Source: an optimization exercise on an open RTL-to-GDS flow (aim: a short achievable clock period and few clock cycles). Production flows keep margins and buffers that such runs may drop.
The RTL was checked by simulation tests, not by an equivalence proof against the original design.
Power figures rest on the tool's default switching activity, not on a simulated workload.

==> inputs of 03-27 <==
## mips
module mips(
    input clk,
    input reset,
    input [31:0] i_inst_rdata,
    input [31:0] m_data_rdata,
    output [31:0] i_inst_addr,
    output [31:0] m_data_addr,
    output [31:0] m_data_wdata,
    output [3:0] m_data_byteen,
    output [31:0] m_inst_addr,
    output w_grf_we,
    output [4:0] w_grf_addr,
    output [31:0] w_grf_wdata,
    output [31:0] w_inst_addr
    );
Settings: LEC_CHECK=0, CAP_MARGIN=20, CORE_MARGIN=2, CORE_UTILIZATION=40, SLEW_MARGIN=20; clock period 98.0 ns.
run.sh (not shown) runs the stock make flow with config.mk's settings and CLKGATE_MAP_FILE= SYNTH_SCRIPT=/design/flow/synth_recipe.tcl, a recipe that flattens the netlist after the stock synthesis.
==> 10-23: changes against 03-27 <==
--- a/flow/design.v
+++ b/flow/design.v
@@ -59,87 +59,107 @@
     input do_multu,
     input do_div,
     input do_divu,
     input do_mthi,
     input do_mtlo,
     input [31:0] a,
     input [31:0] b,
     output busy,
-    output reg [31:0] hi,
-    output reg [31:0] lo
+    output [31:0] hi,
+    output [31:0] lo
     );
+    reg [31:0] hi_r, lo_r;
+    reg        hi_neg, lo_neg;
+    assign hi = hi_neg ? -hi_r : hi_r;
+    assign lo = lo_neg ? -lo_r : lo_r;
     wire ms = do_mult;
     wire signed [32:0] ma = {ms & a[31], a};
     wire signed [32:0] mb = {ms & b[31], b};
     wire signed [65:0] prod = ma * mb;
     reg        dbusy;
-    reg [1:0]  dcnt;
+    reg [2:0]  dcnt;
     reg [31:0] drem, dsr, dden;
     reg        dnegq, dnegr;
     wire sa = do_div & a[31];
     wire sb = do_div & b[31];
     wire [31:0] ua = sa ? -a : a;
     wire [31:0] ub = sb ? -b : b;
-    wire [1:0] c0 = (ub[31:8]  == 24'd0) ? 2'd3 :
-                    (ub[31:16] == 16'd0) ? 2'd2 :
-                    (ub[31:24] ==  8'd0) ? 2'd1 : 2'd0;
+    reg [2:0] c0;
+    always @(*) begin
+        if (ub[31:28] != 4'd0)      c0 = 3'd0;
+        else if (ub[27:24] != 4'd0) c0 = 3'd1;
+        else if (ub[23:20] != 4'd0) c0 = 3'd2;
+        else if (ub[19:16] != 4'd0) c0 = 3'd3;
+        else if (ub[15:12] != 4'd0) c0 = 3'd4;
+        else if (ub[11:8] != 4'd0)  c0 = 3'd5;
+        else if (ub[7:4] != 4'd0)   c0 = 3'd6;
+        else                        c0 = 3'd7;
+    end
     reg [31:0] rem_init, sr_init;
     always @(*) begin
         case (c0)
-            2'd0: begin rem_init = {8'd0,  ua[31:8]};  sr_init = {ua[7:0],  24'd0}; end
-            2'd1: begin rem_init = {16'd0, ua[31:16]}; sr_init = {ua[15:0], 16'd0}; end
-            2'd2: begin rem_init = {24'd0, ua[31:24]}; sr_init = {ua[23:0], 8'd0};  end
+            3'd0: begin rem_init = {4'd0,  ua[31:4]};  sr_init = {ua[3:0],  28'd0}; end
+            3'd1: begin rem_init = {8'd0,  ua[31:8]};  sr_init = {ua[7:0],  24'd0}; end
+            3'd2: begin rem_init = {12'd0, ua[31:12]}; sr_init = {ua[11:0], 20'd0}; end
+            3'd3: begin rem_init = {16'd0, ua[31:16]}; sr_init = {ua[15:0], 16'd0}; end
+            3'd4: begin rem_init = {20'd0, ua[31:20]}; sr_init = {ua[19:0], 12'd0}; end
+            3'd5: begin rem_init = {24'd0, ua[31:24]}; sr_init = {ua[23:0], 8'd0};  end
+            3'd6: begin rem_init = {28'd0, ua[31:28]}; sr_init = {ua[27:0], 4'd0};  end
             default: begin rem_init = 32'd0;           sr_init = ua;            end
         endcase
     end
     reg [31:0] r_s, q_s;
     reg [32:0] t, d;
     integer k;
     always @(*) begin
         r_s = drem;
         q_s = dsr;
-        for (k = 0; k < 8; k = k + 1) begin
+        for (k = 0; k < 4; k = k + 1) begin
             t = {r_s, q_s[31]};
             d = t - {1'b0, dden};
             if (!d[32]) begin
                 r_s = d[31:0];
                 q_s = {q_s[30:0], 1'b1};
             end else begin
                 r_s = t[31:0];
                 q_s = {q_s[30:0], 1'b0};
             end
         end
     end
-    wire [31:0] q_fin = dnegq ? -q_s : q_s;
-    wire [31:0] r_fin = dnegr ? -r_s : r_s;
     assign busy = dbusy;
     always @(posedge clk) begin
         if (reset) begin
-            hi <= 32'd0;
-            lo <= 32'd0;
+            hi_r <= 32'd0;
+            lo_r <= 32'd0;
+            hi_neg <= 1'b0;
+            lo_neg <= 1'b0;
             dbusy <= 1'b0;
-            dcnt <= 2'd0;
+            dcnt <= 3'd0;
         end else begin
             if (dbusy) begin
                 drem <= r_s;
                 dsr <= q_s;
-                dcnt <= dcnt - 2'd1;
-                if (dcnt == 2'd0) begin
+                dcnt <= dcnt - 3'd1;
+                if (dcnt == 3'd0) begin
                     dbusy <= 1'b0;
-                    hi <= r_fin;
-                    lo <= q_fin;
+                    hi_r <= r_s;
+                    lo_r <= q_s;
+                    hi_neg <= dnegr;
+                    lo_neg <= dnegq;
                 end
             end
             if (do_mult | do_multu) begin
-                hi <= prod[63:32];
-                lo <= prod[31:0];
+                hi_r <= prod[63:32];
+                lo_r <= prod[31:0];
+                hi_neg <= 1'b0;
+                lo_neg <= 1'b0;
             end
-            if (do_mthi) hi <= a;
-            if (do_mtlo) lo <= a;
+            if (do_mthi) begin hi_r <= a; hi_neg <= 1'b0; end
+            if (do_mtlo) begin lo_r <= a; lo_neg <= 1'b0; end
             if (do_div | do_divu) begin
                 dbusy <= 1'b1;
                 dcnt <= c0;
                 drem <= rem_init;
                 dsr <= sr_init;
                 dden <= ub;
                 dnegq <= sa ^ sb;
                 dnegr <= sa;
@@ -158,16 +178,19 @@
     output [31:0] m_data_wdata,
     output [3:0] m_data_byteen,
     output [31:0] m_inst_addr,
     output w_grf_we,
     output [4:0] w_grf_addr,
     output [31:0] w_grf_wdata,
     output [31:0] w_inst_addr
     );
+    reg rst_r;
+    always @(posedge clk) rst_r <= reset;
+    wire rst_q = reset | rst_r;
     reg [31:0] pc_f;
     reg [31:0] ir, pc_x;
     reg        v_x;
     reg [31:0] m_addr, m_wdata, m_pc, m_res;
     reg [3:0]  m_be;
     reg        m_we, m_lw, m_lh, m_lb;
     reg [4:0]  m_waddr;
     reg [31:0] w_data, w_pc;
@@ -249,17 +272,17 @@
     wire mdu_op = md | i_mfhi | i_mflo | i_mthi | i_mtlo;
     wire use_rs = ~(i_lui | shift_s | i_mfhi | i_mflo | i_j | i_jal);
     wire use_rt = r_cal | md | i_beq | i_bne | store;
     wire        wr_x = v_x & (r_cal | i_cal | load | i_mfhi | i_mflo | i_jal | i_jalr);
     wire [4:0]  wa_x = (r_cal | i_jalr | i_mfhi | i_mflo) ? rd :
                        i_jal ? 5'd31 : rt;
     wire [31:0] rf_a, rf_b;
     GRF grf(
-        .clk(clk), .rst(reset),
+        .clk(clk), .rst(rst_r),
         .we(w_we), .waddr(w_addr), .wdata(w_data),
         .raddr_a(rs), .raddr_b(rt),
         .rdata_a(rf_a), .rdata_b(rf_b)
     );
     wire [31:0] va = (rs == 5'd0) ? 32'd0 :
                      (m_we && m_waddr == rs) ? m_res :
                      (w_we && w_addr == rs) ? w_data : rf_a;
     wire [31:0] vb = (rt == 5'd0) ? 32'd0 :
@@ -290,17 +313,17 @@
     wire [31:0] alu_a = (shift_s | shift_v) ? vb : va;
     wire [31:0] alu_b = shift_s ? {27'd0, ir[10:6]} :
                         shift_v ? {27'd0, va[4:0]} :
                         (r_cal) ? vb : immx;
     wire [31:0] alu_out;
     ALU alu(.a(alu_a), .b(alu_b), .op(aluop), .out(alu_out));
     wire [31:0] hi, lo;
     MDU mdu(
-        .clk(clk), .reset(reset),
+        .clk(clk), .reset(rst_r),
         .do_mult(go & i_mult), .do_multu(go & i_multu),
         .do_div(go & i_div), .do_divu(go & i_divu),
         .do_mthi(go & i_mthi), .do_mtlo(go & i_mtlo),
         .a(va), .b(vb),
         .busy(mdu_busy), .hi(hi), .lo(lo)
     );
     wire [31:0] pc8 = pc_x + 32'd8;
     wire [31:0] res_x = (i_jal | i_jalr) ? pc8 :
@@ -347,44 +370,49 @@
         else case (m_addr[1:0])
             2'd0: ld_data = {{24{m_data_rdata[7]}},  m_data_rdata[7:0]};
             2'd1: ld_data = {{24{m_data_rdata[15]}}, m_data_rdata[15:8]};
             2'd2: ld_data = {{24{m_data_rdata[23]}}, m_data_rdata[23:16]};
             default: ld_data = {{24{m_data_rdata[31]}}, m_data_rdata[31:24]};
         endcase
     end
     always @(posedge clk) begin
-        if (reset) begin
+        if (rst_q) begin
+            m_be <= 4'd0;
+            w_we <= 1'b0;
+        end else begin
+            m_be <= go ? be_x : 4'd0;
+            w_we <= m_we;
+        end
+    end
+    always @(posedge clk) begin
+        if (rst_r) begin
             pc_f <= 32'h3000;
             v_x <= 1'b0;
             ir <= 32'd0;
             pc_x <= 32'd0;
-            m_be <= 4'd0;
             m_we <= 1'b0;
             m_lw <= 1'b0; m_lh <= 1'b0; m_lb <= 1'b0;
             m_waddr <= 5'd0;
             m_addr <= 32'd0; m_wdata <= 32'd0; m_pc <= 32'd0; m_res <= 32'd0;
-            w_we <= 1'b0;
             w_addr <= 5'd0;
             w_data <= 32'd0;
             w_pc <= 32'd0;
         end else begin
             pc_f <= pc_next;
             if (~stall) begin
                 ir <= i_inst_rdata;
                 pc_x <= pc_f;
                 v_x <= 1'b1;
             end
             m_we <= go & wr_x & (wa_x != 5'd0);
             m_waddr <= wa_x;
             m_lw <= i_lw; m_lh <= i_lh; m_lb <= i_lb;
-            m_be <= go ? be_x : 4'd0;
             m_addr <= maddr;
             m_wdata <= wd_x;
             m_pc <= pc_x;
             m_res <= res_x;
-            w_we <= m_we;
             w_addr <= m_waddr;
             w_data <= (m_lw | m_lh | m_lb) ? ld_data : m_res;
             w_pc <= m_pc;
         end
     end
 endmodule
==> flow/flow/run.sh (new file) <==
#!/bin/bash
set -euo pipefail
MARGIN=$(cat flow/margin.txt)
bash standard.sh SETUP_SLACK_MARGIN=$MARGIN finish > flow_standard.log 2>&1
==> flow/flow/margin.txt (new file) <==
77
==> flow/standard.sh (new file) <==
#!/bin/bash
# synth_recipe.tcl (not shown) runs the flow's synth.tcl, then flattens the netlist and writes it again
# the make line also repeats each setting of config.mk as NAME=value (left out here)
make -C /OpenROAD-flow-scripts/flow DESIGN_CONFIG=/design/flow/config.mk WORK_HOME=/design/flow/orfs CLKGATE_MAP_FILE= SYNTH_SCRIPT=/design/flow/synth_recipe.tcl "${@:-finish}"
removed: flow/run.sh
==> comparison table <==
| metric | 10-23 | 03-27 |
|---|---|---|
| Power dissipated in the clock network | 699 uW | 679 uW |
| Flops & latches, synth | 1511 | 1507 |
| Setup repair after global routing missed its margin | true | false |
| Capturing point of the worst reg2reg path | mdu.drem[26]$_DFFE_PP_ | mdu.lo[28]$_SDFFE_PP0P_ |
| #MultiIn Comb | 9685 | 10594 |
| Layout Cells excl Fill | 18337 | 19215 |
| Number of placement rows | 215 | 219 |
| Worst vdd rail ir drop | 0.2573 mV | 0.09736 mV |
| Net switching share of the total power | 55.63% | 56.00% |
| Internal cell power | 2371 uW | 2296 uW |
| Largest stage delay on the critical path | 510 ps | 690 ps |
| Required time reported for the critical path endpoint | 78400 ps | 98800 ps |
| Inverters, non-clock | 1369 | 1316 |
| Vias per cell | 6.350 | 6.162 |
| Leakage Power | 0.06118 uW | 0.06210 uW |
| Pre-CTS setup slack | 76410 ps | 62930 ps |
| Cell count after placement | 17812 | 18853 |
| Crit path depth | 1 | 126 |
| Multiplexer share of the synthesized area | 12.37% | 12.10% |
| Outcome | complete, no violations | complete, no violations |
| Cell variety after synth | 100 | 106 |
| Synthesized area per cell | 10.11 um^2 | 9.896 um^2 |
| Met1 Track Usage GR | 43.97% | 40.27% |
| Slowest cell on crit path | sky130_fd_sc_hd__dfxtp_4 | sky130_fd_sc_hd__edfxtp_1 |
| Number of clock buffers in the layout | 219 | 228 |
Testbench counts of 03-27, summed over its fixed seeds: cycles 72,867.
Testbench counts of 10-23, summed over its fixed seeds: cycles 73,465.

## what the ideal ports hide
The flow's constraints put no driver on any port. The routed layouts listed below were extracted and timed again, unchanged, in two steps. Step 1 (the two cells are an assumption about what drives the block):
set clk [get_ports {clk}]
set_driving_cell -lib_cell sky130_fd_sc_hd__clkbuf_16 $clk
set_driving_cell -lib_cell sky130_fd_sc_hd__buf_2 [delete_from_list [all_inputs] $clk]
Step 2, shift: input delay + t, output delay - t, t = (earliest + latest rising clock arrival at the registers) / 2. This alone moves slack from input paths to output paths. Three values: ideal ports, drivers, drivers and shift; two values: the first two.
run | t, ns | setup WS [ns] | slew at the worst register clock pin (ns) | worst data-port slew with drivers (ns)
03-27 | 0.964 | 62.690 / 62.690 / 62.690 | 0.08 / 0.08 | 0.07
10-23 | 0.994 | 76.789 / 76.706 / 76.303 | 0.07 / 0.07 | 0.07
After both steps setup and hold are still met in every run listed. For 10-23, which loses most, drivers alone change the setup slack by -0.083 ns; drivers and shift together by -0.486 ns.
